This is an optimization exercise on Yosys and OpenROAD, whose aim is small area, not a production implementation. RTL that was checked went through simulation tests only; none was proved equivalent to the original. No functional check of the RTL was part of run 3. No driver is modelled on the clock port, so clock power and skew are understated where the tree is cut down; a real chip needs a root buffer or a tree. Power is estimated from default activity; no workload was simulated.

==> design/flow/design.v <==
module TrafficLightController(clk, rst, standby, test,
	G1Y1, R1G2, Y2R2,
	G1en, Y1en, R1en,
	G2en, Y2en, R2en) ;
	input 		clk, rst, standby, test ;
	output[6:0] G1Y1, R1G2, Y2R2 ;
	output 		G1en, Y1en, R1en,
					G2en, Y2en, R2en ;
	reg [12:0]	a ;
	wire		aw = a[1] & a[2] & a[3] & a[4] & a[5] & ~a[6] & a[7] & ~a[8] & a[9] & a[10] & ~a[12] ;
	always @(posedge clk)
		a <= (rst | aw) ? 13'd0 : {~a[11:0], a[2] ^ a[12]} ;
	reg			t ;
	reg [6:0]	m ;
	wire		c100 = t ;
	wire		en = aw & t ;
	wire		mdet = m[0] & m[1] & ~m[3] & ~m[4] & m[5] & ~m[6] ;
	wire		tick = en & mdet ;
	always @(posedge clk)
		if (rst) begin
			t <= 1'b0 ;
			m <= 7'b0010111 ;
		end else begin
			t <= t ^ aw ;
			if (en) m <= mdet ? 7'b0011111 : {m[5:0], m[6] ^ m[5]} ;
		end
	reg			x, y, z ;
	reg [3:0]	rem ;
	wire		pend = (rem == 4'd0) ;
	wire		ry = x & ~z, yr = y & z ;
	wire [3:0]	ld = {yr, ~ry & ~yr, yr, ry | yr} ;
	always @(posedge clk)
		if (rst || standby) begin
			{x, y, z} <= 3'b001 ;
			rem <= 4'd0 ;
		end else if (tick) begin
			if (pend) begin
				{x, y, z} <= {z, ~z, y} ;
				rem <= ld ;
			end else
				rem <= test ? 4'd0 : {rem[2:0], ~(rem[3] ^ rem[2])} ;
		end
	wire		G1 = y & ~z, Y1 = ~x & z, R1 = x ;
	wire		G2 = x & z, Y2 = ~y & ~(x & z), R2 = y ;
	wire		o1 = c100 ? G1 : Y1 ;
	wire		o2 = c100 ? R1 : G2 ;
	wire		o3 = c100 ? Y2 : R2 ;
	assign G1Y1 = {{6{o1}}, 1'b0} ;
	assign R1G2 = {{6{o2}}, 1'b0} ;
	assign Y2R2 = {{6{o3}}, 1'b0} ;
	assign {G1en, Y1en, R1en, G2en, Y2en, R2en} = c100 ? 6'b010101 : 6'b101010 ;
endmodule
==> design/flow/flow/run.sh <==
#!/bin/bash
# Standard ORFS layout, with the port buffers made from the smallest buffer
# cell and a clock tree of one level of clkbuf_8 without dummy loads.
set -euo pipefail
bash standard.sh "BUFFER_PORTS_ARGS=-buffer_cell sky130_fd_sc_hd__buf_1" \
  "CTS_ARGS=-sink_clustering_enable -repair_clock_nets -dont_use_dummy_load -buf_list sky130_fd_sc_hd__clkbuf_8 -root_buf sky130_fd_sc_hd__clkbuf_8 -sink_clustering_size 40 -sink_clustering_max_diameter 500" \
  finish > make_flow.log 2>&1
==> design/flow/standard.sh <==
#!/bin/bash
# synth_recipe.tcl (not shown) runs the flow's synth.tcl, then flattens the netlist and writes it again
# the make line also repeats each setting of config.mk as NAME=value (left out here)
make -C /OpenROAD-flow-scripts/flow DESIGN_CONFIG=/design/flow/config.mk WORK_HOME=/design/flow/orfs CLKGATE_MAP_FILE= SYNTH_SCRIPT=/design/flow/synth_recipe.tcl "${@:-finish}"
==> design/flow/config.mk <==
export PLATFORM = sky130hd
export DESIGN_NAME = TrafficLightController
export DESIGN_NICKNAME = TrafficLightController
export VERILOG_FILES = /design/flow/design.v
export SDC_FILE = /design/flow/constraint.sdc
export NUM_CORES = 4
export LEC_CHECK = 0
export CAP_MARGIN = 20
export CORE_MARGIN = 2
export CORE_UTILIZATION = 40
export PLACE_DENSITY = 0.6
export SLEW_MARGIN = 20
==> design/flow/constraint.sdc <==
create_clock -name core_clock -period 10.0 [get_ports {clk}]
set_input_delay 2.0000 -clock core_clock [delete_from_list [all_inputs] [get_ports {clk}]]
set_output_delay 2.0000 -clock core_clock [all_outputs]
set_load 0.01 [all_outputs]
==> flow_summary.yaml, run 1 <==
run_status:
  status: "complete, no violations"
power:
  power_switching_uw: 38.6
  p_seq_share_pct: 64.0
  power_leakage_nw: 0.480
  combinationalPowerShare_pct: 3.6
  clkPwrFrac_pct: 32.5
  peakVddDrop_uv: 58.5
  p_int_uw: 145
  switching_share_pct: 21.1
  powerDensity_mw_per_mm2: 141
cts:
  clkSinkCount: 28
  ctsRootBufferMaster: "clkbuf_8"
  cts_inserted_buffers: 3
  tritoncts: "yes"
  worstSkewPairLatency_ns: 0.28
  clk_pin_slew_ns: 0.09
  cts_hold_buf: 0
  post_cts_buffers: 0
  ctsResizeCount: 0
  cts_max_level: 1
  cts.path.max_buffers: 2
logic_synthesis:
  synth-simple-area-share_pct: 17.2
  synth_top_family_by_area: "buffers and inverters"
  synth-main-ff-cell: "dfxtp_1"
  yosysUniqueCellTypes: 32
  yosys_register_bits: 28
  synth_edf_count: 0
  yosysWarnings: 1
  synth_compound_area_share_pct: 7.66
  muxShareOfSynthArea_pct: 10.4
  ys_seq_area_share_pct: 42.4
  yosys.area_share.xor_xnor_pct: 1.32
  syn_avg_cell_area_um2: 9.38
  synth-adder-area-share_pct: 1.89
  synth-async-reset-ratio_pct: 0
  syn_area_mm2: 0.00132
  synth_cells: 141
layout:
  fin_nets: 151
  diodes: 0
  area_delta_synth_final_pct: -1.32
  n_fill_cell: 312
  final_layout_size_suffix_gt1_share_pct: 8.39
  final_cells: 187
  fin_area_mm2: 0.00131
die:
  core_mm2: 0.00310
  die_area_mm2: 0.00378
  die_h_um: 61.5
  initial_core_util_pct: 42.6
  fp.dieW_um: 61.5
  io_pins: 31
  core.rowCount: 20
routing:
  drt-pass1-iter-count: 4
  avgViaCountPerCell: 4.65
  totalWireLength_um: 2010
  vias: 870
  drc: 0
  ant_nets: 0
  drt_iter0_drc: 39
  routedWlPerCell_um: 10.7
critical_path:
  crit_required_ns: 8.00
  critPathKind: "reg -> out"
  crit_slowest_cell: "o31ai_1"
  path_buf_inv: 2
  crit_chain: "inv_1 -> o31ai_1 -> buf_1"
  endpoint_kind: "output pin"
  start_kind: "flip-flop"
  crit_arrival_ns: 1.52
  crit_fanout: 7
  crit_family: "compound AO/OA/AOI/OAI gates"
  cpPeakStageDelay_ns: 0.47
timing:
  fin_crit_ns: 3.52
  rsz0062_at_grt: "false"
  slew_headroom_pct: 59.3
  finalSetupViolations: 0
  worst_pin_slew_ns: 0.606
  period_share_pct: 35.2
  hold_viol: 0
  slew_violations: 0
  fin_setup_tns_ns: 0
  fmax_mhz: 284
  clock-skew-final_ns: 0.0111
global_route:
  grt_start_max_net_pins: 17
  grt_util_met3_pct: 3.15
  grt_pass1_wl_um: 3420
  grt_pass1_vias: 774
  busiest_layer: "met2"
  met1_usage_pct: 15.1
  grt_antenna_before_repair: 0
  grt_overflow: 0
  met2_usage_pct: 19.7
  globalRouteTotalUtil_pct: 12.4
placement:
  io_buffers: 27
  placed_area_mm2: 0.00126
  hpwlAfterDp_um: 1530
  dpl.cell_count: 184
  gp_congestion: 0.766
job:
  max_cap_violations: 0
hold_path:
  min_path_type: "reg -> reg"
final timing paths:
| path | from | endpoint | slack (ns) | depth (start not counted) |
|---|---|---|---|---|
| worst max-delay path | t$_SDFF_PP0_ | G1Y1[2] | 6.48 | 3 |
| worst min register to register | a[11]$_SDFF_PP0_ | a[12]$_SDFF_PP0_ | 0.39 | 1 |
| worst min-delay path | a[11]$_SDFF_PP0_ | a[12]$_SDFF_PP0_ | 0.39 | 1 |
| worst max register to register | a[12]$_SDFF_PP0_ | y$_SDFFE_PP0P_ | 7.81 | 6 |
registers in the layout, summed over array words and instances, names as in the netlist:
name  cells
rem       4
a        13
x         1
t         1
z         1
m         7
y         1
synth_stat cells, types with 2 or more instances:
master | instances | share of area, %
clkbuf_1 | 2 | 0.57
buf_4 | 25 | 14
a21oi_1 | 5 | 1.9
nor3_1 | 2 | 0.76
nor2_1 | 20 | 5.7
dfxtp_1 | 28 | 42
a211oi_1 | 5 | 2.8
inv_1 | 7 | 2.0
buf_6 | 2 | 1.7
o31ai_1 | 2 | 1.1
ha_1 | 2 | 1.9
mux2i_1 | 10 | 7.6
mux2_2 | 2 | 1.7
nor3b_2 | 2 | 1.9
or2_2 | 2 | 0.95
nand2_1 | 7 | 2.0
nand3_1 | 3 | 1.1
per-layer routing:
metal | wire, um | up-vias
met2 | 879 | 32
met3 | 111 | 5
met1 | 968 | 389
met4 | 48 | 0
li1 | - | 444
met5 | 0 | -
kinds of logic after synthesis:
| family | after synthesis |
|---|---|
| AOI/OAI and AO/OA | 15 |
| xor gates and xnor gates | 2 |
| adders and majority gates | 2 |
| buffers and inverters | 37 |
| DFF | 28 |
| muxes | 13 |
| other | 1 |
| and+or+nand+nor | 43 |
stage by stage:
step	setup slack, ns	hold WS, ns	util [%]	power, mW
global placement	6.81	0.371	40.7	0.126
detailed placement	6.77	0.388	40.7	0.127
finish	6.48	0.393	42.1	0.184
CTS	6.45	0.397	42.1	0.185
floorplan	6.71	0.368	-	0.125
global route	6.22	0.412	42.1	0.191
final cells by class:
cell class | count | area, um2 | share of cell area [%]
clock buffer | 3 | 41.3 | 3.16
inverter | 7 | 26.3 | 2.01
multi-input combinational | 78 | 520 | 39.9
sequential | 28 | 561 | 43.0
tap | 44 | 55.1 | 4.22
timing repair buffer | 27 | 101 | 7.77
power by group through the flow:
stage	Clock, mW	Combinational, mW	Sequential (mW)
detailed placement	0	0.00662	0.120
finish	0.0596	0.00658	0.117
global route	0.0653	0.00773	0.118
floorplan	0	0.00585	0.119
global placement	0	0.00632	0.120
CTS	0.0614	0.00665	0.117
layout by cell type (no fill, tap or decap):
cell,n
nor3b_2,2
buf_1,27
inv_1,7
mux2_2,2
ha_1,2
o31ai_1,2
conb_1,3
xor2_1,1
nor3_1,2
and4b_4,1
a21oi_1,5
xnor2_1,1
nand3_1,3
nor2_1,20
nand2_1,7
dfxtp_1,28
nand4bb_1,1
and2_1,1
a211oi_1,5
or2_2,2
mux2_4,1
clkbuf_8,3
mux2i_1,10
nor2b_1,1
a21o_1,1
and3_4,1
nand2b_1,1
a22oi_1,1
nand4b_1,1
a32oi_1,1
==> inputs of run 2 (changes only) <==
==> design/flow/flow/run.sh (replaced) <==
#!/bin/bash
# Own layout flow:
#  1. the standard synthesis;
#  2. the combinational cells re-mapped by a few area-oriented ABC scripts,
#     each result proven equivalent to the standard netlist (same
#     flip-flops, same names), and the smallest kept;
#  3. the standard layout from that netlist, with port buffers of the
#     smallest buffer cell and the clock tree collapsed to one root buffer.
set -euo pipefail
W=$PWD
F=$W/flow
LIB=$FLOW_HOME/platforms/$FLOW_PLATFORM/lib/sky130_fd_sc_hd__tt_025C_1v80.lib
R=$W/orfs/results/$FLOW_PLATFORM/TrafficLightController/base
KNOBS=("BUFFER_PORTS_ARGS=-buffer_cell sky130_fd_sc_hd__buf_1"
       "CTS_ARGS=-sink_clustering_enable -repair_clock_nets -dont_use_dummy_load -buf_list sky130_fd_sc_hd__clkbuf_8 -root_buf sky130_fd_sc_hd__clkbuf_8"
       "POST_CTS_TCL=$F/flatten_ct.tcl")

bash standard.sh "${KNOBS[@]}" synth > $W/make_synth.log 2>&1

cp $R/1_2_yosys.v $W/std_netlist.v
best=""; best_area=""
for s in $F/abc_*.script; do
  n=$(basename $s .script)
  sed -e "s#@LIB@#$LIB#g" -e "s#@IN@#$W/std_netlist.v#" -e "s#@TOP@#$FLOW_TOP#" \
      -e "s#@SCRIPT@#$s#" -e "s#@OUT@#$W/resyn_$n.v#" $F/resyn.ys > $W/resyn_$n.ys
  if ! yosys -s $W/resyn_$n.ys > $W/resyn_$n.log 2>&1; then continue; fi
  sed -e "s#@LIB@#$LIB#g" -e "s#@GOLD@#$W/std_netlist.v#" -e "s#@GATE@#$W/resyn_$n.v#" \
      -e "s#@TOP@#$FLOW_TOP#g" $F/equiv.ys > $W/equiv_$n.ys
  if ! yosys -s $W/equiv_$n.ys > $W/equiv_$n.log 2>&1; then continue; fi
  a=$(grep "Chip area" $W/resyn_$n.log | tail -1 | awk '{print $NF}')
  echo "$n $a" >> $W/resyn_areas.txt
  if [[ -z "$best" ]] || awk "BEGIN{exit !($a < $best_area)}"; then best=$n; best_area=$a; fi
done
std_area=$(grep "Chip area" $W/orfs/reports/$FLOW_PLATFORM/TrafficLightController/base/synth_stat.txt | tail -1 | awk '{print $NF}')
echo "standard $std_area; best $best $best_area" >> $W/resyn_areas.txt
if [[ -n "$best" ]] && awk "BEGIN{exit !($best_area < $std_area)}"; then
  cp $W/resyn_$best.v $R/1_2_yosys.v
  rm -f $R/1_synth.odb $R/1_synth.sdc
fi

bash standard.sh "${KNOBS[@]}" finish > $W/make_flow.log 2>&1
==> design/flow/flow/abc_b1.script (new file) <==
strash
ifraig
dc2
dch -f
&get -n
&st
&dch
&nf -a
&put
topo
==> design/flow/flow/abc_d1.script (new file) <==
strash
map -a
topo
==> design/flow/flow/abc_d3.script (new file) <==
strash
dch
map -a
topo
==> design/flow/flow/abc_d6.script (new file) <==
strash
dc2
map -a
amap
topo
==> design/flow/flow/equiv.ys (new file) <==
# Prove a re-mapped netlist equivalent to the standard one (same flip-flops).
read_liberty -ignore_miss_func @LIB@
read_verilog @GOLD@
rename @TOP@ gold
read_verilog @GATE@
rename @TOP@ gate
flatten
rename -hide gold/w:_*
rename -hide gate/w:_*
opt_clean
equiv_make gold gate eq
hierarchy -top eq
equiv_simple -seq 1
equiv_induct
equiv_status -assert
==> design/flow/flow/flatten_ct.tcl (new file) <==
# Collapse the clock tree to its root buffer: move the sinks of every other
# clock buffer onto the root buffer's output and delete those buffers.
set block [ord::get_db_block]
set root ""
foreach inst [$block getInsts] {
  if {[string match "clkbuf_0_*" [$inst getName]]} { set root $inst }
}
if {$root ne ""} {
  set rootnet [[$root findITerm X] getNet]
  foreach inst [$block getInsts] {
    set n [$inst getName]
    if {$inst ne $root && ([string match "clkbuf_*" $n] || [string match "clkload*" $n])} {
      set a [$inst findITerm A]
      set xo [$inst findITerm X]
      if {$xo eq "NULL" || $xo eq ""} { continue }
      set onet [$xo getNet]
      if {[$a getNet] ne $rootnet} { continue }
      foreach it [$onet getITerms] {
        if {[$it getInst] ne $inst} { $it disconnect; $it connect $rootnet }
      }
      $a disconnect
      $xo disconnect
      odb::dbInst_destroy $inst
      odb::dbNet_destroy $onet
      puts "collapsed clock buffer $n"
    }
  }
  $root swapMaster [[ord::get_db] findMaster sky130_fd_sc_hd__clkbuf_16]
  detailed_placement
  estimate_parasitics -placement
}
==> design/flow/flow/resyn.ys (new file) <==
# Re-map the combinational cells of the standard synthesis netlist with a
# given ABC script; the flip-flops stay as they are (black boxes).
read_liberty -ignore_miss_func @LIB@
blackbox sky130_fd_sc_hd__dfxtp_1
read_verilog @IN@
hierarchy -top @TOP@
flatten
opt_clean -purge
opt
abc -script @SCRIPT@ -liberty @LIB@ -dont_use *lpflow* -dont_use *probe*
opt_clean -purge
hilomap -singleton -hicell sky130_fd_sc_hd__conb_1 HI -locell sky130_fd_sc_hd__conb_1 LO
insbuf -buf sky130_fd_sc_hd__buf_4 A X
splitnets
opt_clean -purge
stat -liberty @LIB@
write_verilog -noattr -nohex -nodec @OUT@
==> flow_summary.yaml, run 2 <==
hold_path:
  min_path_type: "reg -> reg"
critical_path:
  crit_slowest_cell: "dfxtp_1"
  crit_family: "flip-flops"
  start_kind: "flip-flop"
  rrSetupSlack_ns: 7.19
  critPathKind: "reg -> out"
  cpPeakStageDelay_ns: 0.46
  endpoint_kind: "output pin"
  path_buf_inv: 2
  crit_chain: "clkinv_1 -> a21oi_1 -> buf_1"
  crit_arrival_ns: 1.40
  crit_required_ns: 8.00
  crit_fanout: 8
layout:
  top_register: "a"
  final_layout_size_suffix_gt1_share_pct: 2.01
  reg_top3: "a (13), m (7), rem (4)"
  mostFrequentLayoutCells: "nor2_1 (28), dfxtp_1 (28), buf_1 (27)"
  area_delta_synth_final_pct: 0.647
  largest_reg_flops: 13
  fin_nets: 155
  diodes: 0
routing:
  ant_nets: 0
  drt_iter0_drc: 41
  routedWlPerCell_um: 10.1
  vias: 895
  drc: 0
  drt-pass1-iter-count: 4
  totalWireLength_um: 1810
  avgViaCountPerCell: 4.97
global_route:
  grt_pass1_vias: 747
  grt_start_max_net_pins: 29
  grt_antenna_before_repair: 0
  globalRouteTotalUtil_pct: 13.8
  grt_overflow: 0
  grt_pass1_wl_um: 3140
timing:
  finalSetupViolations: 0
  worst_pin_slew_ns: 0.679
  slew_violations: 0
  fin_setup_tns_ns: 0
  fmax_mhz: 294
  slew_headroom_pct: 54.5
  hold_viol: 0
  period_share_pct: 34.0
  clock-skew-final_ns: 0.00435
  hold_ws_ns: 0.390
  fin_crit_ns: 3.40
  rsz0062_at_grt: "false"
logic_synthesis:
  syn_area_mm2: 0.00116
  syn_avg_cell_area_um2: 8.23
  yosysWarnings: 1
  synth_cells: 141
power:
  powerDensity_mw_per_mm2: 144
  peakVddDrop_uv: 82.9
  power_leakage_nw: 0.405
cts:
  clk_pin_slew_ns: 0.10
  worstSkewPairLatency_ns: 0.16
  clkSinkCount: 28
die:
  fp.dieW_um: 57.9
  die_area_mm2: 0.00335
  core.rowCount: 19
  io_pins: 31
  core_mm2: 0.00276
  initial_core_util_pct: 42.1
  die_h_um: 57.9
run_status:
  status: "complete, no violations"
placement:
  hpwlAfterDp_um: 1370
  io_buffers: 27
  gp_congestion: 0.810
job:
  max_cap_violations: 0
## run 2: per-layer routing
| layer | GRT usage, % | vias to the layer above | wire, um |
|---|---|---|---|
| met5 | 0 | - | 0 |
| met4 | 1.99 | 0 | 14 |
| met3 | 2.01 | 2 | 128 |
| met2 | 22.2 | 33 | 783 |
| met1 | 20.1 | 399 | 883 |
| li1 | - | 461 | - |
## run 2: where the power goes
group | switching (mW) | internal (mW) | total, mW
clock network | 0.0263 | 0.0185 | 0.0447
registers | 0.00175 | 0.115 | 0.117
logic | 0.00403 | 0.00205 | 0.00608
total | 0.0321 | 0.136 | 0.168
## run 2: final cells by class
type                            instances  area (um2)
Clock buffer                            1        25.0
Tap cell                               31        38.8
Sequential cell                        28         561
Multi-Input combinational cell         80         393
Fill cell                             267        1590
Inverter                               13        48.8
Timing Repair Buffer                   27         101
## run 2: through the flow
step	util (%)	area, um2	setup slack (ns)	instances	power (mW)
floorplan	-	1170	6.66	143	0.124
global placement	41.4	1140	6.84	179	0.126
detailed placement	41.4	1140	6.79	179	0.126
global route	42.3	1170	6.43	180	0.174
finish	42.3	1170	6.60	180	0.168
## run 2: worst paths after layout
path,start,end,cells after the start
worst min register to register,a[0]$_SDFF_PP0_,a[1]$_SDFF_PP0_,1
worst max-delay path,t$_SDFF_PP0_,R1G2[4],3
worst max register to register,a[3]$_SDFF_PP0_,x$_SDFFE_PP0P_,10
worst min-delay path,a[0]$_SDFF_PP0_,a[1]$_SDFF_PP0_,1
==> inputs of run 3 (changes only) <==
--- a/design/flow/design.v
+++ b/design/flow/design.v
@@ -8,2 +8,3 @@
 					G2en, Y2en, R2en ;
+	localparam [6:0] PF = 7'b0011010 ;	 
 	reg [12:0]	a ;
@@ -26,4 +27,6 @@
 		end
-	reg			x, y, z ;
-	reg [3:0]	rem ;
+	reg [6:0]	f_q ;
+	wire [6:0]	f = f_q ^ PF ;
+	wire		x = f[6], y = f[5], z = f[4] ;
+	wire [3:0]	rem = f[3:0] ;
 	wire		pend = (rem == 4'd0) ;
@@ -31,13 +34,15 @@
 	wire [3:0]	ld = {yr, ~ry & ~yr, yr, ry | yr} ;
-	always @(posedge clk)
-		if (rst || standby) begin
-			{x, y, z} <= 3'b001 ;
-			rem <= 4'd0 ;
-		end else if (tick) begin
-			if (pend) begin
-				{x, y, z} <= {z, ~z, y} ;
-				rem <= ld ;
-			end else
-				rem <= test ? 4'd0 : {rem[2:0], ~(rem[3] ^ rem[2])} ;
+	reg [6:0]	f_d ;
+	always @(*) begin
+		f_d = f ;
+		if (rst || standby)
+			f_d = 7'b0010000 ;
+		else if (tick) begin
+			if (pend)
+				f_d = {z, ~z, y, ld} ;
+			else
+				f_d[3:0] = test ? 4'd0 : {rem[2:0], ~(rem[3] ^ rem[2])} ;
 		end
+	end
+	always @(posedge clk) f_q <= f_d ^ PF ;
 	wire		G1 = y & ~z, Y1 = ~x & z, R1 = x ;
==> design/flow/flow/run.sh (replaced) <==
#!/bin/bash
# Own layout flow:
#  1. the standard synthesis;
#  2. the combinational cells re-mapped by a few area-oriented ABC scripts
#     (flow/resyn.sh), each result proven equivalent to the standard
#     netlist (same flip-flops, same names), and the smallest kept;
#  3. the standard layout from that netlist, with port buffers of the
#     smallest buffer cell, one tie cell for the constant outputs and the
#     clock tree collapsed to one root buffer (buf_12).
set -euo pipefail
W=$PWD
F=$W/flow
LIB=$FLOW_HOME/platforms/$FLOW_PLATFORM/lib/sky130_fd_sc_hd__tt_025C_1v80.lib
R=$W/orfs/results/$FLOW_PLATFORM/TrafficLightController/base
KNOBS=("BUFFER_PORTS_ARGS=-buffer_cell sky130_fd_sc_hd__buf_1"
       "CTS_ARGS=-sink_clustering_enable -repair_clock_nets -dont_use_dummy_load -buf_list sky130_fd_sc_hd__clkbuf_8 -root_buf sky130_fd_sc_hd__clkbuf_8"
       "POST_CTS_TCL=$F/flatten_ct.tcl"
       "SKIP_REPAIR_TIE_FANOUT=1")

bash standard.sh "${KNOBS[@]}" synth > $W/make_synth.log 2>&1

cp $R/1_2_yosys.v $W/std_netlist.v
bash $F/resyn.sh $W/std_netlist.v $W/resyn_netlist.v $W/resyn > $W/resyn.log 2>&1
if ! cmp -s $W/std_netlist.v $W/resyn_netlist.v; then
  cp $W/resyn_netlist.v $R/1_2_yosys.v
  rm -f $R/1_synth.odb $R/1_synth.sdc
fi

bash standard.sh "${KNOBS[@]}" finish > $W/make_flow.log 2>&1
==> design/flow/flow/abc_e2.script (new file) <==
strash
dch -f
map -a
topo
==> design/flow/flow/abc_e4.script (new file) <==
strash
balance
rewrite
refactor
balance
rewrite -z
dch -f
map -a
topo
==> design/flow/flow/abc_e7.script (new file) <==
strash
dc2
dch -f
amap
topo
==> design/flow/flow/abc_e8.script (new file) <==
strash
rewrite -z
refactor -z
resub -z
dch -f
map -a
topo
--- a/design/flow/flow/flatten_ct.tcl
+++ b/design/flow/flow/flatten_ct.tcl
@@ -27,3 +27,3 @@
   }
-  $root swapMaster [[ord::get_db] findMaster sky130_fd_sc_hd__clkbuf_16]
+  $root swapMaster [[ord::get_db] findMaster sky130_fd_sc_hd__buf_12]
   detailed_placement
==> design/flow/flow/resyn.sh (new file) <==
#!/bin/bash
# resyn.sh STD_NETLIST OUT_NETLIST WORKDIR
# Re-maps the combinational cells of STD_NETLIST with each flow/abc_*.script,
# twice over (the second round starts from the first round's best), proves
# every result equivalent to STD_NETLIST, and writes the smallest proven one
# (or STD_NETLIST itself if none is smaller) to OUT_NETLIST.
set -uo pipefail
STD=$1; OUT=$2; D=$3
F=$(dirname $(readlink -f $0))
LIB=$FLOW_HOME/platforms/$FLOW_PLATFORM/lib/sky130_fd_sc_hd__tt_025C_1v80.lib
mkdir -p $D
area() { grep "Chip area" $1 | tail -1 | awk '{print $NF}'; }
printf 'read_liberty -lib %s\nread_verilog %s\nhierarchy -top %s\nstat -liberty %s\n' $LIB $STD $FLOW_TOP $LIB > $D/std_area.ys
yosys -s $D/std_area.ys > $D/std_area.log 2>&1
best=$STD; best_area=$(area $D/std_area.log)
echo "standard $best_area" > $D/areas.txt
src=$STD
for round in 1 2; do
  for s in $F/abc_*.script; do
    n=r${round}_$(basename $s .script)
    sed -e "s#@LIB@#$LIB#g" -e "s#@IN@#$src#" -e "s#@TOP@#$FLOW_TOP#" \
        -e "s#@SCRIPT@#$s#" -e "s#@OUT@#$D/$n.v#" $F/resyn.ys > $D/$n.ys
    yosys -s $D/$n.ys > $D/$n.log 2>&1 || continue
    sed -e "s#@LIB@#$LIB#g" -e "s#@GOLD@#$STD#" -e "s#@GATE@#$D/$n.v#" \
        -e "s#@TOP@#$FLOW_TOP#g" $F/equiv.ys > $D/eq_$n.ys
    yosys -s $D/eq_$n.ys > $D/eq_$n.log 2>&1 || { echo "$n not proven" >> $D/areas.txt; continue; }
    a=$(area $D/$n.log)
    echo "$n $a" >> $D/areas.txt
    if awk "BEGIN{exit !($a < $best_area)}"; then best=$D/$n.v; best_area=$a; fi
  done
  src=$best
done
echo "best $best $best_area" >> $D/areas.txt
cp $best $OUT
--- a/design/flow/flow/resyn.ys
+++ b/design/flow/flow/resyn.ys
@@ -15,2 +15,3 @@
 opt_clean -purge
+rename -hide w:*.*
 stat -liberty @LIB@
==> flow_summary.yaml, run 3 <==
power:
  combinationalPowerShare_pct: 3.3
  power_switching_uw: 33.6
  p_seq_share_pct: 70.2
  clkPwrFrac_pct: 26.5
  switching_share_pct: 20.1
  peakVddDrop_uv: 102
  p_int_uw: 133
  powerDensity_mw_per_mm2: 147
  power_leakage_nw: 0.388
routing:
  drt-pass1-iter-count: 8
  totalWireLength_um: 1910
  ant_nets: 0
  drt_iter0_drc: 50
  drc: 0
  avgViaCountPerCell: 5.31
  vias: 886
  routedWlPerCell_um: 11.4
critical_path:
  critPathKind: "reg -> out"
  crit_arrival_ns: 1.58
  endpoint_kind: "output pin"
  start_kind: "flip-flop"
  crit_fanout: 7
  crit_required_ns: 8.00
layout:
  top_register: "a"
  reg_top3: "a (13), f_q (7), m (7)"
  largest_reg_flops: 13
  mostFrequentLayoutCells: "dfxtp_1 (28), buf_1 (27), nor2_1 (22)"
  diodes: 0
  final_layout_size_suffix_gt1_share_pct: 0.735
  fin_area_mm2: 0.00114
  fin_nets: 142
  area_delta_synth_final_pct: -0.438
  final_common_cell: "dfxtp_1"
global_route:
  grt_overflow: 0
  grt_pass1_wl_um: 3190
  grt_pass1_vias: 758
  globalRouteTotalUtil_pct: 14.7
  grt_start_max_net_pins: 29
  grt_antenna_before_repair: 0
timing:
  slew_headroom_pct: 54.6
  hold_viol: 0
  clock-skew-final_ns: 0.00538
  fin_crit_ns: 3.58
  slew_violations: 0
  fin_setup_tns_ns: 0
  finalSetupViolations: 0
  fin_ws_ns: 6.42
  rsz0062_at_grt: "false"
  period_share_pct: 35.8
  fmax_mhz: 279
  worst_pin_slew_ns: 0.682
cts:
  worstSkewPairLatency_ns: 0.14
  clkSinkCount: 28
  clk_pin_slew_ns: 0.11
logic_synthesis:
  syn_avg_cell_area_um2: 8.79
  yosysWarnings: 1
  syn_area_mm2: 0.00114
  synth_cells: 130
die:
  die_h_um: 57.4
  core.rowCount: 19
  fp.dieW_um: 57.4
  die_area_mm2: 0.00330
  initial_core_util_pct: 41.8
  io_pins: 31
  core_mm2: 0.00273
placement:
  io_buffers: 27
  gp_congestion: 0.836
  hpwlAfterDp_um: 1410
  placed_area_mm2: 0.00112
  dpl_worst_slack_ns: 6.57
job:
  max_cap_violations: 0
run_status:
  status: "complete, no violations"
hold_path:
  min_path_type: "reg -> reg"
run 3: cell type report:
class                   instances  area (um2)
well taps                      31        38.8
fillers                       273        1600
inverters                      14        52.6
multi-input cells              66         364
clock buffers                   1        20.0
flip-flops and latches         28         561
repair buffers                 27         101
run 3: path summary, 6_finish.rpt:
| kind | startpoint | endpoint | slack, ns | cells past startpoint |
|---|---|---|---|---|
| worst max-delay path | t$_SDFF_PP0_ | Y2R2[4] | 6.42 | 3 |
| worst min-delay path | a[11]$_SDFF_PP0_ | a[12]$_SDFF_PP0_ | 0.39 | 1 |
| worst max register to register | a[12]$_SDFF_PP0_ | f_q[6]$_SDFFE_PP0P_ | 7.17 | 7 |
| worst min register to register | a[11]$_SDFF_PP0_ | a[12]$_SDFF_PP0_ | 0.39 | 1 |
run 3: worst max-delay path, stage by stage, from the launching register on:
cell and delay, ns:
dfxtp_1 0.43, clkinv_1 0.21, o32ai_1 0.59, buf_1 0.21
run 3: layer usage:
metal,vias to the layer above,GRT usage [%],wire length [um]
li1,438,-,-
met5,-,0,0
met3,6,2.49,107
met4,0,6.31,29
met2,31,23.7,892
met1,411,19.5,880
run 3: power groups by stage:
stage / clock (mW) / combinational (mW) / sequential, mW
final: 0.0442 / 0.00553 / 0.117
after floorplan: 0 / 0.00429 / 0.119
after global routing: 0.0491 / 0.00655 / 0.118
after global placement: 0 / 0.00538 / 0.120
after detailed placement: 0 / 0.00557 / 0.120
run 3: metrics by stage:
step	power, mW	util [%]	hold WS (ns)	instances
finish	0.167	41.6	0.393	167
global placement	0.125	40.9	0.374	166
floorplan	0.124	-	0.368	130
global route	0.174	41.6	0.410	167
detailed placement	0.125	40.9	0.374	166
==> inputs of run 4 (changes only) <==
--- a/design/flow/design.v
+++ b/design/flow/design.v
@@ -8,3 +8,2 @@
 					G2en, Y2en, R2en ;
-	localparam [6:0] PF = 7'b0011010 ;	 
 	reg [12:0]	a ;
@@ -27,10 +26,12 @@
 		end
-	reg [6:0]	f_q ;
-	wire [6:0]	f = f_q ^ PF ;
-	wire		x = f[6], y = f[5], z = f[4] ;
+	localparam [5:0] PF = 6'b000100 ;	 
+	reg [5:0]	f_q ;
+	wire [5:0]	f = f_q ^ PF ;
+	wire		x = f[5], z = f[4] ;
 	wire [3:0]	rem = f[3:0] ;
-	wire		pend = (rem == 4'd0) ;
-	wire		ry = x & ~z, yr = y & z ;
+	wire		yy = &rem ;
+	wire		pend = (rem == 4'd0) | yy ;
+	wire		ry = x & ~z, yr = ~x & z ;
 	wire [3:0]	ld = {yr, ~ry & ~yr, yr, ry | yr} ;
-	reg [6:0]	f_d ;
+	reg [5:0]	f_d ;
 	always @(*) begin
@@ -38,6 +39,6 @@
 		if (rst || standby)
-			f_d = 7'b0010000 ;
+			f_d = 6'b111111 ;
 		else if (tick) begin
 			if (pend)
-				f_d = {z, ~z, y, ld} ;
+				f_d = {z, ~x, ld} ;
 			else
@@ -47,4 +48,4 @@
 	always @(posedge clk) f_q <= f_d ^ PF ;
-	wire		G1 = y & ~z, Y1 = ~x & z, R1 = x ;
-	wire		G2 = x & z, Y2 = ~y & ~(x & z), R2 = y ;
+	wire		G1 = ~x & ~z, Y1 = (~x & z) | yy, R1 = x & ~yy ;
+	wire		G2 = x & z & ~yy, Y2 = (x & ~z) | yy, R2 = ~x ;
 	wire		o1 = c100 ? G1 : Y1 ;
--- a/design/flow/config.mk
+++ b/design/flow/config.mk
@@ -8,4 +8,4 @@
 export CAP_MARGIN = 20
-export CORE_MARGIN = 2
-export CORE_UTILIZATION = 40
+export CORE_AREA = 2 2 60 60
+export DIE_AREA = 0 0 62 62
 export PLACE_DENSITY = 0.6
==> flow_summary.yaml, run 4 <==
logic_synthesis:
  synth_cells: 131
  syn_area_mm2: 0.00113
  syn_avg_cell_area_um2: 8.61
  yosysWarnings: 1
layout:
  reg_top3: "a (13), m (7), f_q (6)"
  final_layout_size_suffix_gt1_share_pct: 0.730
  final_cells: 183
  final_util_pct: 34.7
  fin_area_mm2: 0.00114
  top_register: "a"
  mostFrequentLayoutCells: "dfxtp_1 (27), buf_1 (27), nor2_1 (23)"
  diodes: 0
  largest_reg_flops: 13
  area_delta_synth_final_pct: 1.22
  fin_nets: 143
global_route:
  grt_pass1_vias: 682
  grt_overflow: 0
  met2_usage_pct: 18.3
  grt_start_max_net_pins: 28
  grt_antenna_before_repair: 0
  grt_util_met3_pct: 2.48
  met1_usage_pct: 18.6
  grt_pass1_wl_um: 2920
  globalRouteTotalUtil_pct: 12.2
  busiest_layer: "met1"
cts:
  worstSkewPairLatency_ns: 0.13
  clkSinkCount: 27
  clk_pin_slew_ns: 0.10
die:
  io_pins: 31
  die_h_um: 62
  core_mm2: 0.00328
  die_area_mm2: 0.00384
  initial_core_util_pct: 34.3
  core.rowCount: 21
  fp.dieW_um: 62
timing:
  slew_violations: 0
  hold_ws_ns: 0.387
  worst_pin_slew_ns: 0.742
  fin_setup_tns_ns: 0
  slew_headroom_pct: 50.5
  period_share_pct: 34.7
  hold_viol: 0
  clock-skew-final_ns: 0.00157
  finalSetupViolations: 0
  fin_crit_ns: 3.47
  fmax_mhz: 288
  fin_ws_ns: 6.53
  rsz0062_at_grt: "false"
routing:
  avgViaCountPerCell: 4.61
  drc: 0
  ant_nets: 0
  drt_iter0_drc: 89
  totalWireLength_um: 1860
  vias: 844
  routedWlPerCell_um: 10.1
  drt-pass1-iter-count: 5
placement:
  hpwlAfterDp_um: 1410
  gp_congestion: 0.847
  dpl_worst_slack_ns: 6.68
  io_buffers: 27
  placed_area_mm2: 0.00112
  dpl.cell_count: 182
critical_path:
  start_kind: "flip-flop"
  crit_required_ns: 8.00
  endpoint_kind: "output pin"
  crit_arrival_ns: 1.47
  crit_fanout: 6
  critPathKind: "reg -> out"
hold_path:
  min_path_type: "reg -> reg"
power:
  peakVddDrop_uv: 87.9
  power_leakage_nw: 0.395
  powerDensity_mw_per_mm2: 140
  power.total_uw: 160
job:
  max_cap_violations: 0
run_status:
  status: "complete, no violations"
## run 4: critical path, cell delays in order, from the launching register on
cell and delay (ns):
dfxtp_1 0.35, clkinv_1 0.08, nand3_1 0.10, nor2_1 0.22, clkinv_1 0.10, o32ai_1 0.28, buf_1 0.21
## run 4: layout make-up
cell class              instances  area (um2)
clock buffers                   1        20.0
fillers                       347        2140
inverters                      16        60.1
multi-input cells              66         362
flip-flops and latches         27         541
well taps                      46        57.6
repair buffers                 27         101
## run 4: final timing paths
path         cells past startpoint                  end  slack, ns        startpoint
max reg2reg                     10  f_q[0]$_SDFFE_PN1N_       7.62  a[12]$_SDFF_PP0_
min                              1      a[1]$_SDFF_PP0_       0.39   a[0]$_SDFF_PP0_
max                              6              G1Y1[4]       6.53    f_q[2]$_DFF_P_
min reg2reg                      1      a[1]$_SDFF_PP0_       0.39   a[0]$_SDFF_PP0_
## run 4: routing by layer
layer / routed length (um) / vias up
met2: 839 / 31
met4: 14 / 0
met5: 0 / -
met1: 857 / 369
li1: - / 442
met3: 146 / 2
## run 4: where the power goes
| part | internal, mW | switching (mW) |
|---|---|---|
| logic | 0.00171 | 0.00352 |
| registers | 0.111 | 0.00202 |
| clock network | 0.0163 | 0.0253 |
| total | 0.129 | 0.0308 |
==> inputs of run 5 (changes only) <==
--- a/design/flow/design.v
+++ b/design/flow/design.v
@@ -26,3 +26,3 @@
 		end
-	localparam [5:0] PF = 6'b000100 ;	 
+	localparam [5:0] PF = 6'b000001 ;	 
 	reg [5:0]	f_q ;
@@ -34,3 +34,3 @@
 	wire		ry = x & ~z, yr = ~x & z ;
-	wire [3:0]	ld = {yr, ~ry & ~yr, yr, ry | yr} ;
+	wire [3:0]	ld = {~ry, ~ry & ~yr, 1'b0, ry | yr} ;
 	reg [5:0]	f_d ;
@@ -44,3 +44,3 @@
 			else
-				f_d[3:0] = test ? 4'd0 : {rem[2:0], ~(rem[3] ^ rem[2])} ;
+				f_d[3:0] = test ? 4'd0 : {rem[2:0], ~(rem[3] ^ rem[0])} ;
 		end
==> flow_summary.yaml, run 5 <==
logic_synthesis:
  syn_area_mm2: 0.00112
  syn_avg_cell_area_um2: 8.47
  yosysWarnings: 1
  synth_cells: 132
routing:
  drt_iter0_drc: 47
  ant_nets: 0
  avgViaCountPerCell: 4.74
  totalWireLength_um: 1780
  drc: 0
  drt-pass1-iter-count: 4
  vias: 872
  routedWlPerCell_um: 9.65
critical_path:
  crit_required_ns: 8.00
  r2r-start: "a[2]$_SDFF_PP0_"
  endpoint_kind: "output pin"
  rrSetupSlack_ns: 7.19
  start_kind: "flip-flop"
  crit_arrival_ns: 1.70
  reg2reg_to: "f_q[1]$_SDFFE_PP1N_"
  crit_fanout: 6
  critPathKind: "reg -> out"
  reg2regPathDepth: 9
run_status:
  status: "complete, no violations"
layout:
  n_fill_cell: 349
  top_register: "a"
  final_layout_size_suffix_gt1_share_pct: 0.725
  register_area_um2: 541
  area_delta_synth_final_pct: 1.23
  largest_reg_flops: 13
  diodes: 0
  final_util_pct: 34.5
  multiInputGateArea_um2: 357
  mostFrequentLayoutCells: "dfxtp_1 (27), buf_1 (27), nor2_1 (24)"
  fin_nets: 144
  reg_top3: "a (13), m (7), f_q (6)"
timing:
  clock-skew-final_ns: 0.00488
  slew_headroom_pct: 57.4
  slew_violations: 0
  period_share_pct: 37.0
  fin_crit_ns: 3.70
  finalSetupViolations: 0
  rsz0062_at_grt: "false"
  hold_viol: 0
  fmax_mhz: 270
  fin_setup_tns_ns: 0
  worst_pin_slew_ns: 0.639
die:
  fp.dieW_um: 62
  die_h_um: 62
  core.rowCount: 21
  core_mm2: 0.00328
  initial_core_util_pct: 34.1
  die_area_mm2: 0.00384
  io_pins: 31
hold_path:
  min_from: "a[0]$_SDFF_PP0_"
  hold_end: "a[1]$_SDFF_PP0_"
  min_path_type: "reg -> reg"
  hold_depth: 1
cts:
  worstSkewPairLatency_ns: 0.13
  clk_pin_slew_ns: 0.10
  clkSinkCount: 27
global_route:
  grt_start_max_net_pins: 28
  grt_antenna_before_repair: 0
  grt_pass1_vias: 731
  grt_pass1_wl_um: 2900
  globalRouteTotalUtil_pct: 12.1
  grt_overflow: 0
power:
  power_leakage_nw: 0.394
  powerDensity_mw_per_mm2: 141
  peakVddDrop_uv: 60.7
placement:
  io_buffers: 27
  gp_congestion: 0.740
  hpwlAfterDp_um: 1370
job:
  max_cap_violations: 0
[run 5: worst max-delay path, cell delays in order (launching register included)]
cell,delay [ns]
dfxtp_1,0.37
clkinv_1,0.11
nor3_1,0.44
a21oi_1,0.13
a21oi_1,0.32
buf_1,0.19
[run 5: cell type report]
type                            count  share of cell area, %
Timing Repair Buffer               27                   8.95
Sequential cell                    27                   47.7
Multi-Input combinational cell     68                   31.5
Inverter                           15                   4.97
Tap cell                           46                   5.08
Clock buffer                        1                   1.77
[run 5: worst max path at each step]
| stage | startpoint | end | slack (ns) |
|---|---|---|---|
| 2_1_floorplan | f_q[0]$_DFF_P_ | G1Y1[2] | 6.55 |
| 3_3_place_gp | f_q[0]$_DFF_P_ | G1Y1[2] | 6.55 |
| 3_5_place_dp | f_q[2]$_SDFFE_PP1N_ | G1Y1[2] | 6.47 |
| 5_1_grt | f_q[2]$_SDFFE_PP1N_ | G1Y1[1] | 6.05 |
| 6_report | f_q[2]$_SDFFE_PP1N_ | G1Y1[6] | 6.30 |
[run 5: metrics by stage]
stage               setup WS (ns)  total power [mW]  cells  cell area, um2  hold WS (ns)
detailed placement           6.47             0.121    183            1110         0.391
floorplan                    6.55             0.119    132            1120         0.368
finish                       6.30             0.160    184            1130         0.401
global placement             6.55             0.121    183            1110         0.375
global route                 6.05             0.169    184            1130         0.415
[run 5: layer usage]
| metal | routed length (um) | up-vias | part of all wire [%] | track usage [%] |
|---|---|---|---|---|
| met5 | 0 | - | 0 | 0 |
| met1 | 830 | 394 | 47 | 16.9 |
| met3 | 117 | 0 | 6.6 | 1.86 |
| li1 | - | 439 | - | - |
| met4 | 0 | 0 | 0 | 1.52 |
| met2 | 828 | 39 | 47 | 20.4 |
[run 5: power by group]
part	internal [mW]	switching, mW
clock	0.0163	0.0257
combinational	0.00158	0.00340
sequential	0.111	0.00190
==> inputs of run 6 (changes only) <==
--- a/design/flow/design.v
+++ b/design/flow/design.v
@@ -9,5 +9,5 @@
 	reg [12:0]	a ;
-	wire		aw = a[1] & a[2] & a[3] & a[4] & a[5] & ~a[6] & a[7] & ~a[8] & a[9] & a[10] & ~a[12] ;
+	wire		aw = ~a[1] & ~a[2] & ~a[3] & a[4] & a[5] & a[6] & a[7] & ~a[8] & ~a[9] & a[10] & ~a[11] ;
 	always @(posedge clk)
-		a <= (rst | aw) ? 13'd0 : {~a[11:0], a[2] ^ a[12]} ;
+		a <= (rst | aw) ? 13'd0 : {~a[11:0], a[12] ^ a[5]} ;
 	reg			t ;
==> flow_summary.yaml, run 6 <==
run_status:
  status: "complete, no violations"
critical_path:
  crit_arrival_ns: 1.51
  crit_required_ns: 8.00
  crit_fanout: 9
  endpoint_kind: "output pin"
  reg2reg_to: "f_q[0]$_DFF_P_"
  start_kind: "flip-flop"
  r2r-start: "a[9]$_SDFF_PP0_"
  reg2regPathDepth: 9
  critPathKind: "reg -> out"
  rrSetupSlack_ns: 7.32
logic_synthesis:
  syn_area_mm2: 0.00111
  synth_cells: 127
  syn_avg_cell_area_um2: 8.76
  yosysWarnings: 1
hold_path:
  min_from: "a[0]$_SDFF_PP0_"
  min_path_type: "reg -> reg"
  hold_depth: 1
  hold_end: "a[1]$_SDFF_PP0_"
placement:
  dpl_worst_slack_ns: 6.63
  placed_area_mm2: 0.00111
  dpl.cell_count: 178
  hpwlAfterDp_um: 1390
  io_buffers: 27
  gp_congestion: 0.719
timing:
  finalSetupViolations: 0
  hold_viol: 0
  period_share_pct: 35.1
  clock-skew-final_ns: 0.00262
  fin_crit_ns: 3.51
  fmax_mhz: 285
  fin_ws_ns: 6.49
  slew_violations: 0
  fin_setup_tns_ns: 0
  slew_headroom_pct: 65.5
  worst_pin_slew_ns: 0.512
  rsz0062_at_grt: "false"
die:
  io_pins: 31
  core.rowCount: 21
  core_mm2: 0.00328
  fp.dieW_um: 62
  initial_core_util_pct: 33.9
  die_h_um: 62
  die_area_mm2: 0.00384
layout:
  fin_area_mm2: 0.00113
  largest_reg_flops: 13
  top_register: "a"
  fin_nets: 139
  diodes: 0
  final_layout_size_suffix_gt1_share_pct: 0.752
  mostFrequentLayoutCells: "dfxtp_1 (27), buf_1 (27), nor2_1 (21)"
  final_cells: 179
  area_delta_synth_final_pct: 1.24
  n_fill_cell: 351
  reg_top3: "a (13), m (7), f_q (6)"
power:
  peakVddDrop_uv: 75.5
  power_leakage_nw: 0.391
  powerDensity_mw_per_mm2: 142
routing:
  drc: 0
  ant_nets: 0
  drt_iter0_drc: 111
  drt-pass1-iter-count: 5
  avgViaCountPerCell: 4.79
  totalWireLength_um: 1800
  routedWlPerCell_um: 10.1
  vias: 858
global_route:
  grt_pass1_wl_um: 2800
  grt_start_max_net_pins: 28
  busiest_layer: "met1"
  grt_antenna_before_repair: 0
  met1_usage_pct: 18.1
  grt_overflow: 0
  grt_pass1_vias: 625
  met2_usage_pct: 16.8
  grt_util_met3_pct: 3.11
  globalRouteTotalUtil_pct: 11.8
cts:
  clk_pin_slew_ns: 0.10
  worstSkewPairLatency_ns: 0.13
  clkSinkCount: 27
job:
  max_cap_violations: 0
run 6: changes by cell type in the layout (fill, tap and decap cells not counted), moves of 2 or more:
cell / delta
nor2b_1: +2
nor3_1: -3
nand4_1: +2
o22ai_1: -2
a211oi_1: +2
nor2_1: -3
run 6: layout make-up:
cell class                 count  area (um2)  area share (%)
clock buffer                   1        20.0            1.78
multi-input combinational     64         354            31.4
inverter                      14        52.6            4.67
sequential                    27         541            48.0
tap                           46        57.6            5.11
timing repair buffer          27         101            9.00
run 6: metal layers:
metal / wire length, um / vias up
li1: - / 432
met1: 839 / 384
met2: 792 / 40
met3: 159 / 2
met4: 11 / 0
met5: 0 / -
run 6: through the flow:
step,hold slack (ns),power [mW],util [%]
finish,0.386,0.160,34.3
global route,0.407,0.167,34.3
detailed placement,0.376,0.121,33.7
global placement,0.372,0.121,33.7
floorplan,0.368,0.120,-
run 6: power by group:
| part | internal (mW) | total, mW | switching [mW] | leakage (nW) |
|---|---|---|---|---|
| registers | 0.111 | 0.113 | 0.00195 | 0.222 |
| logic | 0.00170 | 0.00523 | 0.00353 | 0.159 |
| clock network | 0.0163 | 0.0412 | 0.0249 | 0.00940 |
| total | 0.129 | 0.160 | 0.0303 | 0.391 |
run 6: how the worst max path moves through the flow:
stage,from,endpoint,slack [ns],cells after the start
floorplan,t$_SDFF_PP0_,R1G2[2],6.41,3
global placement,t$_SDFF_PP0_,R1G2[4],6.70,3
detailed placement,t$_SDFF_PP0_,R1G2[1],6.63,3
global route,t$_SDFF_PP0_,R1G2[3],6.18,3
finish,t$_SDFF_PP0_,R1G2[1],6.49,3
run 6: critical path, stage by stage, from the launching register on:
cell,delay (ns)
dfxtp_1,0.42
clkinv_1,0.24
a211oi_1,0.51
buf_1,0.21

## separate check: timing with driven ports
The results above use ideal ports. As a check the final layouts listed here were re-extracted and re-timed, cells and wires unchanged. Step 1 sets driving cells, clkbuf_16 on the clock port and buf_2 on the other inputs (assumed; they add their load-dependent delay and slew). Step 2, shift: input delay + t, output delay - t, t = (earliest + latest rising clock arrival at the registers) / 2. This alone moves slack from input paths to output paths. Three values: no drivers, after step 1, after step 2; two values: the first two.
| run | shift t [ns] | slack for setup (ns) | worst data-port slew with drivers (ns) |
|---|---|---|---|
| run 1 | 0.293 | 6.484 / 6.460 / 6.754 | 0.03 |
| run 2 | 0.185 | 6.603 / 6.576 / 6.761 | 0.03 |
| run 3 | 0.168 | 6.418 / 6.387 / 6.555 | 0.03 |
| run 4 | 0.158 | 6.532 / 6.504 / 6.662 | 0.03 |
| run 5 | 0.160 | 6.301 / 6.274 / 6.433 | 0.03 |
| run 6 | 0.162 | 6.492 / 6.460 / 6.622 | 0.03 |
After both steps setup and hold are still met in every run listed.
